Context: an optimization exercise on an open-source flow, tuned for small area, a short achievable clock period and few clock cycles. The choices shown serve that exercise and are no tape-out recipe. In this exercise RTL edits were held to simulation tests only and were not proved equivalent to the original. Power is estimated from default activity; no workload was simulated.

## willow
==> flow/design.v <==
module vh_addsub #(parameter W = 8, parameter SUB = 0) (a, b, s);
  input  [W-1:0] a, b;
  output [W:0]   s;
  wire [W:0] x = {a[W-1], a};
  wire [W:0] y = {b[W-1], b} ^ {(W+1){SUB[0]}};
  wire [W+1:0] c;
  assign c[0] = SUB[0];
  genvar i;
  generate
    for (i = 0; i <= W; i = i + 1) begin : bit_
      assign s[i]   = x[i] ^ y[i] ^ c[i];
      assign c[i+1] = (x[i] & y[i]) | (c[i] & (x[i] ^ y[i]));
    end
  endgenerate
endmodule
module vh_addu #(parameter W = 9) (a, b, ci, s);
  input  [W-1:0] a, b;
  input          ci;
  output [W:0]   s;
  wire [W:0] c;
  assign c[0] = ci;
  genvar i;
  generate
    for (i = 0; i < W; i = i + 1) begin : bit_
      assign s[i]   = a[i] ^ b[i] ^ c[i];
      assign c[i+1] = (a[i] & b[i]) | (c[i] & (a[i] ^ b[i]));
    end
  endgenerate
  assign s[W] = c[W];
endmodule
module vh_gt #(parameter W = 11) (a, b, gt);
  input  [W-1:0] a, b;
  output         gt;
  wire [W:0] c;
  assign c[0] = 1'b0;
  genvar i;
  generate
    for (i = 0; i < W; i = i + 1) begin : bit_
      assign c[i+1] = (a[i] & ~b[i]) | (c[i] & ~(a[i] ^ b[i]));
    end
  endgenerate
  assign gt = c[W];
endmodule
module vh_pair (x, y, s, sx, sy);
  input  [9:0] x, y;
  output [9:0] s;
  output       sx, sy;
  assign sx = x[9];
  assign sy = y[9];
  vh_addu #(9) add (.a(x[8:0] ^ {9{sx}}), .b(y[8:0] ^ {9{sy}}), .ci(sx), .s(s));
endmodule
module viterbi_hamming (clk, reset, in_valid, r, out_valid, cw, metric);
  input         clk;
  input         reset;
  input         in_valid;
  input  [63:0] r;
  output reg        out_valid;
  output reg [7:0]  cw;
  output reg [10:0] metric;
  reg [63:0] r_q;
  reg        v_q, v2_q;
  wire [7:0] x0 = r_q[7:0],   x1 = r_q[15:8],  x2 = r_q[23:16], x3 = r_q[39:32];
  wire [7:0] x4 = r_q[31:24], x5 = r_q[47:40], x6 = r_q[55:48], x7 = r_q[63:56];
  wire [8:0] a0, a1, a2, a3, a4, a5, a6, a7;
  vh_addsub #(8, 0) s1_0 (.a(x0), .b(x1), .s(a0));
  vh_addsub #(8, 1) s1_1 (.a(x0), .b(x1), .s(a1));
  vh_addsub #(8, 0) s1_2 (.a(x2), .b(x3), .s(a2));
  vh_addsub #(8, 1) s1_3 (.a(x2), .b(x3), .s(a3));
  vh_addsub #(8, 0) s1_4 (.a(x4), .b(x5), .s(a4));
  vh_addsub #(8, 1) s1_5 (.a(x4), .b(x5), .s(a5));
  vh_addsub #(8, 0) s1_6 (.a(x6), .b(x7), .s(a6));
  vh_addsub #(8, 1) s1_7 (.a(x6), .b(x7), .s(a7));
  wire [9:0] b0, b1, b2, b3, b4, b5, b6, b7;
  vh_addsub #(9, 0) s2_0 (.a(a0), .b(a2), .s(b0));
  vh_addsub #(9, 0) s2_1 (.a(a1), .b(a3), .s(b1));
  vh_addsub #(9, 1) s2_2 (.a(a0), .b(a2), .s(b2));
  vh_addsub #(9, 1) s2_3 (.a(a1), .b(a3), .s(b3));
  vh_addsub #(9, 0) s2_4 (.a(a4), .b(a6), .s(b4));
  vh_addsub #(9, 0) s2_5 (.a(a5), .b(a7), .s(b5));
  vh_addsub #(9, 1) s2_6 (.a(a4), .b(a6), .s(b6));
  vh_addsub #(9, 1) s2_7 (.a(a5), .b(a7), .s(b7));
  wire [9:0] s0, s1, s2, s3;
  wire sx0, sx1, sx2, sx3, sy0, sy1, sy2, sy3;
  vh_pair p0 (.x(b0), .y(b4), .s(s0), .sx(sx0), .sy(sy0));
  vh_pair p1 (.x(b1), .y(b5), .s(s1), .sx(sx1), .sy(sy1));
  vh_pair p2 (.x(b2), .y(b6), .s(s2), .sx(sx2), .sy(sy2));
  vh_pair p3 (.x(b3), .y(b7), .s(s3), .sx(sx3), .sy(sy3));
  reg [9:0] s0_q, s1_q, s2_q, s3_q;
  reg [3:0] sx_q, sy_q;
  wire [10:0] k0 = {s0_q, sy_q[0]}, k1 = {s1_q, sy_q[1]};
  wire [10:0] k2 = {s2_q, sy_q[2]}, k3 = {s3_q, sy_q[3]};
  wire [3:0]  hiv = sx_q ^ sy_q;
  wire g10, g20, g30, g21, g31, g32;
  vh_gt #(11) c10 (.a(k1), .b(k0), .gt(g10));
  vh_gt #(11) c20 (.a(k2), .b(k0), .gt(g20));
  vh_gt #(11) c30 (.a(k3), .b(k0), .gt(g30));
  vh_gt #(11) c21 (.a(k2), .b(k1), .gt(g21));
  vh_gt #(11) c31 (.a(k3), .b(k1), .gt(g31));
  vh_gt #(11) c32 (.a(k3), .b(k2), .gt(g32));
  wire [3:0] w;
  assign w[0] = ~g10 & ~g20 & ~g30;
  assign w[1] =  g10 & ~g21 & ~g31;
  assign w[2] =  g20 &  g21 & ~g32;
  assign w[3] =  g30 &  g31 &  g32;
  wire [10:0] mk = ({11{w[0]}} & k0) | ({11{w[1]}} & k1) | ({11{w[2]}} & k2) | ({11{w[3]}} & k3);
  wire hi = |(w & hiv);
  wire sg = |(w & sx_q);
  wire [2:0] a = {hi, w[2] | w[3], w[1] | w[3]};
  wire [10:0] mag = {1'b0, mk[10:1]} + {10'd0, mk[0]};
  wire a0b = ~sg;
  wire [7:0] c;
  assign c[0] = a0b;                          
  assign c[1] = a[0] ^ a0b;                   
  assign c[2] = a[1] ^ a0b;                   
  assign c[4] = a[0] ^ a[1] ^ a0b;            
  assign c[3] = a[2] ^ a0b;                   
  assign c[5] = a[2] ^ a[0] ^ a0b;            
  assign c[6] = a[2] ^ a[1] ^ a0b;            
  assign c[7] = a[2] ^ a[1] ^ a[0] ^ a0b;     
  always @(posedge clk) begin
    if (reset) begin
      v_q <= 1'b0;
      v2_q <= 1'b0;
      out_valid <= 1'b0;
    end else begin
      v_q <= in_valid;
      v2_q <= v_q;
      out_valid <= v2_q;
    end
    r_q <= r;
    s0_q <= s0;
    s1_q <= s1;
    s2_q <= s2;
    s3_q <= s3;
    sx_q <= {sx3, sx2, sx1, sx0};
    sy_q <= {sy3, sy2, sy1, sy0};
    cw <= c;
    metric <= mag;
  end
endmodule
Settings: LEC_CHECK=0, ABC_AREA=1, CAP_MARGIN=20, CORE_MARGIN=2, CORE_UTILIZATION=40, CTS_BUF_LIST=sky130_fd_sc_hd__clkbuf_16, CTS_CLUSTER_DIAMETER=200, CTS_CLUSTER_SIZE=40, SLEW_MARGIN=20, BUFFER_PORTS_ARGS=-buffer_cell sky130_fd_sc_hd__buf_1; clock period 15.0 ns.
standard.sh (not shown) runs the stock make flow with config.mk's settings and CLKGATE_MAP_FILE= SYNTH_SCRIPT=/design/flow/synth_recipe.tcl, a recipe that flattens the netlist after the stock synthesis.
==> flow/flow/run.sh <==
#!/bin/bash
# Layout flow: the standard flow, with Yosys's full/half-adder extraction off
# so that ABC maps the adders itself, and plain buffers on the ports.
set -e
echo "export ADDER_MAP_FILE =" >> config.mk
echo "export BUFFER_PORTS_ARGS = -buffer_cell sky130_fd_sc_hd__buf_1" >> config.mk
bash standard.sh > standard.log 2>&1
Testbench counts of willow, summed over its fixed seeds: cycles 32,016.
> inputs changed (willow -> ember)
- a change of CORE_UTILIZATION from 40 to 60
- a change of CTS_CLUSTER_SIZE from 40 to 30
- a deleted CTS_CLUSTER_DIAMETER that had been 200
- a change of CTS_BUF_LIST from sky130_fd_sc_hd__clkbuf_16 to sky130_fd_sc_hd__clkbuf_8
## What came out
Diff willow -> ember: internal power component shrank by 9.9%, hold slack +0.0065 ns, portion of the layout cell area used by non-clock buffers held.
Inputs modified between ember and sierra:
- CORE_UTILIZATION: 60 -> 40
Looking only at final area, and setting everything else aside, the higher value of ember and sierra goes to sierra.
Inserted tap cell count grows by more than a quarter when moving from ember to sierra.
Compared with ember, sierra shows a higher final critical-path setup slack.
[compare] base=ember new=sierra: share of cells above drive strength 1 has remained practically unchanged, final critical-path share of the clock period has remained practically unchanged, fraction of registers with async set/reset has remained practically unchanged.
Area of the core ends up higher on sierra.
Here is what was changed in the inputs of onyx compared with sierra.
- swapping 30 for 50 in CTS_CLUSTER_SIZE
- putting PLACE_DENSITY at 0.75 where nothing was set
- putting CTS_CLUSTER_DIAMETER at 200 where nothing was set
==> comparison <==
Comparing the two runs side by side, onyx comes out ahead of sierra on overall routed net length. All-layer global routing usage on onyx is down relative to sierra. Relative to sierra, worst slew slack as a fraction of its limit decreased by 18 points in onyx. Looking at portion of the clock cycle consumed by the worst path in the final layout, onyx sits 0.60 points higher than sierra does. onyx finished every step from synthesis to the final layout, and the layout passed the timing, DRC and antenna checks. Re layout overhead on the synthesized area: onyx is 0.23 points up on sierra. sierra and onyx ended up with nearly the same wire length of the first global-routing pass. On post-route cell area, sierra and onyx are basically level. met3 track demand over resource across sierra and onyx: no real change. Looking at required time at the endpoint of the critical path, onyx sits above sierra. For sierra, the kind of critical path was reg2out, unlike onyx, where it was reg2reg.
The following lists how pepper was set up differently from onyx:
- PLACE_DENSITY removed (was 0.75)
- CTS_CLUSTER_DIAMETER removed (was 200)
- CTS_BUF_LIST removed (was sky130_fd_sc_hd__clkbuf_8)
- CTS_CLUSTER_SIZE removed (was 50)
Notes after the runs:
- In the flow results for onyx and pepper, the sum of met3 wire segment lengths after detailed routing is larger on onyx.
- The flip-flop and latch power on pepper is in line with that on onyx.
- Of onyx and pepper, pepper shows the higher total detailed-routing wirelength, with onyx below it.
[inputs] fjord vs pepper
- CTS_BUF_LIST now sky130_fd_sc_hd__clkbuf_8, previously not set
- CTS_CLUSTER_SIZE now 50, previously not set
- CTS_CLUSTER_DIAMETER now 200, previously not set
## What came out
In the tables for fjord and pepper, violation count after the first detailed-route iteration reads lower with fjord.
fjord -> pepper: inverter count of the layout excluding clock inverters delta 0, exact match
The run showing the greater area added between synthesis and finish is pepper.

afterwards: timing with drivers on the ports:
The flow's constraints put no driver on any port. The routed layouts listed below were extracted and timed again, unchanged, in two steps. Step 1 assumes that a clkbuf_16 drives the clock port and a buf_2 every other input. Step 2 adds t to the input delays and takes it off the output delays; t is the mean of the earliest and latest rising clock arrival at the registers after step 1. Input paths then give back, and output paths get back, about the clock's delay inside the block. Slacks: ideal / step 1 / step 2; pairs: ideal / step 1.
| run | t, ns | slack for setup (ns) | worst data-port slew with drivers (ns) |
|---|---|---|---|
| willow | 0.464 | 11.128 / 11.083 / 11.150 | 0.03 |
| ember | 0.503 | 11.069 / 11.025 / 11.088 | 0.04 |
| sierra | 0.493 | 11.086 / 11.045 / 11.132 | 0.03 |
| onyx | 0.513 | 10.995 / 10.995 / 10.995 | 0.04 |
| pepper | 0.463 | 11.128 / 11.084 / 11.131 | 0.03 |
| fjord | 0.493 | 11.086 / 11.045 / 11.132 | 0.03 |
After both steps every run listed still meets setup and hold.
